Source: an optimization exercise on an open RTL-to-GDS flow (aim: small area). Production flows keep margins and buffers that such runs may drop. Function was checked by simulation only, so behaviour that the tests miss may differ from the original.

==> v14: inputs <==
==> flow/design.v (excerpt) <==
module RX(input clk, input rst, input [51:0]in, input run, input [1:0]cr, input [1:0]mod, output out, output valid);
export LEC_CHECK = 0
export CAP_MARGIN = 20
export CORE_MARGIN = 2
export CORE_UTILIZATION = 40
export SLEW_MARGIN = 20
create_clock -name core_clock -period 15.0 [get_ports {clk}]
standard.sh (not shown) runs the stock make flow with config.mk's settings and CLKGATE_MAP_FILE= SYNTH_SCRIPT=/design/flow/synth_recipe.tcl, a recipe that flattens the netlist after the stock synthesis.
==> flow/flow/run.sh <==
#!/bin/bash
# Own flow: the standard layout (standard.sh's make command), with
#  - synthesis mapped by ABC for area (flow/area_synth.tcl), and
#  - the extra make variables listed in flow/make_vars.txt (one VAR=value
#    per line), e.g. the clock tree's arguments.
# Registers, their names and types, and every step from floorplan on are the
# standard flow's. make's output goes to flow_make.log; ORFS writes each
# step's log under orfs/logs/.
set -euo pipefail
here=$(pwd)
extra="SYNTH_SCRIPT=${here}/flow/area_synth.tcl"
if [[ -f flow/make_vars.txt ]]; then
  while IFS= read -r line; do
    [[ -z "$line" || "$line" == \#* ]] && continue
    extra="${extra} '${line}'"
  done < flow/make_vars.txt
fi
sed -E "s#SYNTH_SCRIPT=[^ ]+#${extra}#" standard.sh > area_standard.sh
bash area_standard.sh > flow_make.log 2>&1
==> flow/flow/abc_area_map.script <==
strash; dc2; dch -f; amap
==> flow/flow/area_synth.tcl <==
# synth_recipe.tcl with an area-oriented ABC script.
set area_abc_script [file join [file dirname [file normalize [info script]]] abc_area_map.script]
proc synth {args} { yosys synth -nofsm -noshare {*}$args }
proc extract_fa {args} { puts "extract_fa skipped (area flow)" }
proc abc {args} {
  set i [lsearch -exact $args -script]
  if { $i >= 0 } {
    lset args [expr { $i + 1 }] $::area_abc_script
  }
  set i [lsearch -exact $args -D]
  if { $i >= 0 } {
    lset args [expr { $i + 1 }] 12000
  } else {
    lappend args -D 12000
  }
  yosys abc {*}$args
}
source $::env(SCRIPTS_DIR)/synth.tcl
# left out here: clear keep_hierarchy, flatten, clean up, hide names made inside functions, write 1_2_yosys.v
==> flow/flow/make_vars.txt <==
CTS_ARGS=-sink_clustering_enable -repair_clock_nets -sink_clustering_size 24 -sink_clustering_max_diameter 100 -dont_use_dummy_load
BUFFER_PORTS_ARGS=-buffer_cell sky130_fd_sc_hd__buf_1
==> v9: changes against v14 <==
--- a/flow/design.v
+++ b/flow/design.v
@@ -146,36 +146,28 @@
 	end
 end
 interleave2 inter2_even(.inter_mod(inter_mod_even), .in(x0), .out(ie));
 interleave2 inter2_odd(.inter_mod(inter_mod_odd), .in(x1), .out(io));
 integer j;
 always @(posedge clk) begin
 	if (run) begin
 		for (j = 1; j < 18; j = j + 1) begin
-			evens[8*(17-j) +: 7] <= {evens[8*(17-j) +: 6], ie[j]};
-			odds[8*(17-j) +: 7] <= {odds[8*(17-j) +: 6], io[j]};
+			evens[8*(17-j) +: 8] <= {evens[8*(17-j) +: 7], ie[j]};
+			odds[8*(17-j) +: 8] <= {odds[8*(17-j) +: 7], io[j]};
 		end
 	end
 	else if (drain) begin
-		for (j = 1; j < 18; j = j + 1) begin
-			evens[8*(17-j) +: 7] <= {evens[8*(17-j) +: 6], (j == 17) ? ie[17] : evens[8*(17-j) - 1]};
-			odds[8*(17-j) +: 7] <= {odds[8*(17-j) +: 6], (j == 17) ? io[17] : odds[8*(17-j) - 1]};
-		end
-	end
-	for (j = 1; j < 18; j = j + 1) begin
-		evens[8*(17-j) + 7] <= evens[8*(17-j) + 6];
-		odds[8*(17-j) + 7] <= odds[8*(17-j) + 6];
+		evens <= {evens[134:0], ie[17]};
+		odds <= {odds[134:0], io[17]};
 	end
 	if (buf_shift) begin
-		buf_e[6:0] <= {buf_e[5:0], ie[0]};
-		buf_o[6:0] <= {buf_o[5:0], io[0]};
+		buf_e <= {buf_e[6:0], ie[0]};
+		buf_o <= {buf_o[6:0], io[0]};
 	end
-	buf_e[7] <= buf_e[6];
-	buf_o[7] <= buf_o[6];
 	dl_e <= {dl_e[6:0], evens[135]};
 	dl_o <= {dl_o[6:0], odds[135]};
 end
 assign x_deinterleaved = sel_buf ? {buf_e[7], buf_o[7]} : {dl_e[7], dl_o[7]};
 endmodule
 `timescale 1ns/1ns
 module interleave2(input [1:0]inter_mod, input [17:0]in, output reg [17:0]out);
 integer g;
@@ -204,17 +196,17 @@
 wire [17:0]tb_bits;
 wire fam = x[1] ^ x[0];
 reg [15:0]dec_up;
 integer q;
 always @(*)
 	for (q = 0; q < 16; q = q + 1)
 		dec_up[q] = dec[32 + 2*q + (fam ^ (q >= 8))];
 acs u_acs(.x(x), .start(start), .start_state(mpn0), .metrics(metrics), .new_metrics(nm), .dec(dec));
-argmin64 u_argmin(.m(nm), .fam(fam), .idx(best));
+argmin64 u_argmin(.m(nm), .idx(best));
 traceback u_tb(.rows(dec_rows), .state(mpn0), .bits(tb_bits));
 always @(posedge clk) begin
 	metrics <= nm;
 	dec_rows <= {dec_rows[17*49-1:0], fam, dec_up, dec[31:0]};
 	out_reg <= tb_now ? {mpn0, tb_bits} : {1'b0, out_reg[23:1]};
 end
 always @(posedge clk, negedge rst) begin
 	if (~rst) begin
@@ -266,17 +258,17 @@
 		new_metrics[4*i +: 4] = (cb < ca) ? cb : ca;
 		ca = sat_add(e_in[2*i], bm1);
 		cb = sat_add(e_in[2*i+1], bm0);
 		dec[i+32] = cb < ca;
 		new_metrics[4*(i+32) +: 4] = (cb < ca) ? cb : ca;
 	end
 end
 endmodule
-module argmin64(input [255:0]m, input fam, output [5:0]idx);
+module argmin64(input [255:0]m, output [5:0]idx);
 function [6:0] amin8;   
 	input [31:0] v;
 	reg [7:0] alive, t;
 	reg [3:0] mn;
 	reg [2:0] li;
 	integer n, b;
 	begin
 		alive = 8'hff;
@@ -285,96 +277,50 @@
 			mn[b] = ~|t;
 			for (n = 0; n < 8; n = n + 1) alive[n] = alive[n] & (~v[4*n+b] | mn[b]);
 		end
 		li = 3'd0;
 		for (n = 7; n >= 0; n = n - 1) if (alive[n]) li = n;
 		amin8 = {mn, li};
 	end
 endfunction
-function [6:0] amin6;   
-	input [23:0] v;
-	reg [5:0] alive, t;
-	reg [3:0] mn;
-	reg [2:0] li;
-	integer n, b;
-	begin
-		alive = 6'h3f;
-		for (b = 3; b >= 0; b = b - 1) begin
-			for (n = 0; n < 6; n = n + 1) t[n] = alive[n] & ~v[4*n+b];
-			mn[b] = ~|t;
-			for (n = 0; n < 6; n = n + 1) alive[n] = alive[n] & (~v[4*n+b] | mn[b]);
-		end
-		li = 3'd0;
-		for (n = 5; n >= 0; n = n - 1) if (alive[n]) li = n;
-		amin6 = {mn, li};
-	end
-endfunction
-reg [191:0] c;
-reg [23:0] gm;
-reg [17:0] gi;
+reg [31:0] gm;
+reg [23:0] gi;
 reg [6:0] r;
-reg [2:0] g, li;
-reg [3:0] kk;
-reg [5:0] id;
+reg [2:0] g;
 integer q;
 always @(*) begin
-	c[127:0] = m[127:0];
-	for (q = 0; q < 16; q = q + 1)
-		c[128 + 4*q +: 4] = m[4*(32 + 2*q + (fam ^ (q >= 8))) +: 4];
-	for (q = 0; q < 6; q = q + 1) begin
-		r = amin8(c[32*q +: 32]);
+	for (q = 0; q < 8; q = q + 1) begin
+		r = amin8(m[32*q +: 32]);
 		gm[4*q +: 4] = r[6:3];
 		gi[3*q +: 3] = r[2:0];
 	end
-	r = amin6(gm);
+	r = amin8(gm);
 	g = r[2:0];
-	li = gi[3*g +: 3];
-	kk = {g[0], li};
-	id = (g < 3'd4) ? {1'b0, g[1:0], li} : {1'b1, kk, fam ^ kk[3]};
 end
-assign idx = id;
+assign idx = {g, gi[3*g +: 3]};
 endmodule
 module traceback(input [18*49-1:0]rows, input [5:0]state, output reg [17:0]bits);
 function sel49;
 	input [48:0] r;
-	input [5:0] s;
-	reg [15:0] le, lo, u;
-	reg [7:0] le2, lo2, u2;
-	reg [3:0] le3, lo3, u3;
-	reg [1:0] le4, lo4, u4;
-	reg l0, l1, uu, o0, o1;
+	input [5:0] s;   
+	reg [31:0] l1;
+	reg [15:0] l2;
+	reg [7:0] l3;
+	reg [3:0] l4;
+	reg [1:0] l5;
 	integer j;
 	begin
-		for (j = 0; j < 16; j = j + 1) begin
-			le[j] = r[2*j];
-			lo[j] = r[2*j + 1];
-			u[j] = r[32 + j];
-		end
-		for (j = 0; j < 8; j = j + 1) begin
-			le2[j] = s[4] ? le[8 + j] : le[j];
-			lo2[j] = s[4] ? lo[8 + j] : lo[j];
-			u2[j] = s[4] ? u[8 + j] : u[j];
-		end
-		for (j = 0; j < 4; j = j + 1) begin
-			le3[j] = s[3] ? le2[4 + j] : le2[j];
-			lo3[j] = s[3] ? lo2[4 + j] : lo2[j];
-			u3[j] = s[3] ? u2[4 + j] : u2[j];
-		end
-		for (j = 0; j < 2; j = j + 1) begin
-			le4[j] = s[2] ? le3[2 + j] : le3[j];
-			lo4[j] = s[2] ? lo3[2 + j] : lo3[j];
-			u4[j] = s[2] ? u3[2 + j] : u3[j];
-		end
-		l0 = s[1] ? le4[1] : le4[0];
-		l1 = s[1] ? lo4[1] : lo4[0];
-		uu = s[1] ? u4[1] : u4[0];
-		o0 = (s[5] && (s[4] == r[48])) ? uu : l0;
-		o1 = (s[5] && (s[4] != r[48])) ? uu : l1;
-		sel49 = s[0] ? o1 : o0;
+		for (j = 0; j < 32; j = j + 1)
+			l1[j] = (s[5] && (r[48] == ((j % 2) ^ (j / 16)))) ? r[32 + j / 2] : r[j];
+		for (j = 0; j < 16; j = j + 1) l2[j] = s[4] ? l1[16 + j] : l1[j];
+		for (j = 0; j < 8; j = j + 1) l3[j] = s[3] ? l2[8 + j] : l2[j];
+		for (j = 0; j < 4; j = j + 1) l4[j] = s[2] ? l3[4 + j] : l3[j];
+		for (j = 0; j < 2; j = j + 1) l5[j] = s[1] ? l4[2 + j] : l4[j];
+		sel49 = s[0] ? l5[1] : l5[0];
 	end
 endfunction
 reg [5:0] st;
 integer k;
 always @(*) begin
 	st = state;
 	for (k = 0; k < 18; k = k + 1) begin
 		bits[17-k] = sel49(rows[49*k +: 49], st);
==> flow/flow/run.sh (replaced) <==
#!/bin/bash
# Own flow: the standard layout, with one change to synthesis: the
# combinational logic is mapped by ABC for area (amap) instead of speed, and
# Yosys does not pull out half/full adder cells first. Registers, their names
# and everything from floorplan on are the standard flow's.
set -euo pipefail
here=$(pwd)
sed -E "s#SYNTH_SCRIPT=[^ ]+#SYNTH_SCRIPT=${here}/flow/area_synth.tcl#" standard.sh > area_standard.sh
bash area_standard.sh > flow_make.log 2>&1
removed: flow/flow/make_vars.txt
==> flow_summary.yaml <==
finish:
  inverters: 454
  finalInstanceArea_um2: 63340
  antenna_cells: 3
route:
  wl_met2_mm: 80.43
  drtIter0Drc: 4404
critical_path:
  r2r_slack_ns: 1.13
  regToRegStartpoint: "rx_decoder.mpn0[3]"
  cp_num_buf_inv: 13
place:
  post-place-ws_ns: 0.3641
run_status:
  status: "timing/DRC/antenna clean"
yosys:
  yosysSeqAreaShare_pct: 56.77
global_route:
  antenna_found_initial: 4
# the run above: v14

==> flow_summary.yaml <==
run_status:
  status: "timing/DRC/antenna clean"
route:
  dr_total_vias: 55130
  drtIter0Drc: 5663
  wl_met2_mm: 93.46
yosys:
  yosysSeqAreaShare_pct: 54.68
global_route:
  antenna_found_initial: 12
critical_path:
  regToRegStartpoint: "rx_decoder.mpn0[5]"
  r2r_slack_ns: 0.82
finish:
  antenna_cells: 5
  inverters: 553
  finalInstanceArea_um2: 70210
place:
  post-place-ws_ns: 0.5290
# the run above: v9

## separate check: timing with driven ports
The flow's constraints put no driver on any port. The routed layouts listed below were extracted and timed again, unchanged, in two steps.
Step 1, drivers: a clkbuf_16 drives clk and a buf_2 each remaining input, both assumed.
Step 2 moves the port delays by t, midway between the first and last clock arrival at a register: inputs arrive t later, outputs are due t later. That takes back most of the time a late clock gives input paths.
a / b / c = ideal ports / drivers / drivers and shift; a / b = the first two.
run	shift t [ns]	slack for setup (ns)	clock arrival spread, ns	worst register clock-pin slew, ns	cell pins on the clock port's net
v14	0.733	1.130 / 1.130 / 1.130	0.094 / 0.094	0.10 / 0.10	1
v9	0.843	0.820 / 0.820 / 0.820	0.078 / 0.077	0.07 / 0.07	1
After both steps every run listed still meets setup and hold.
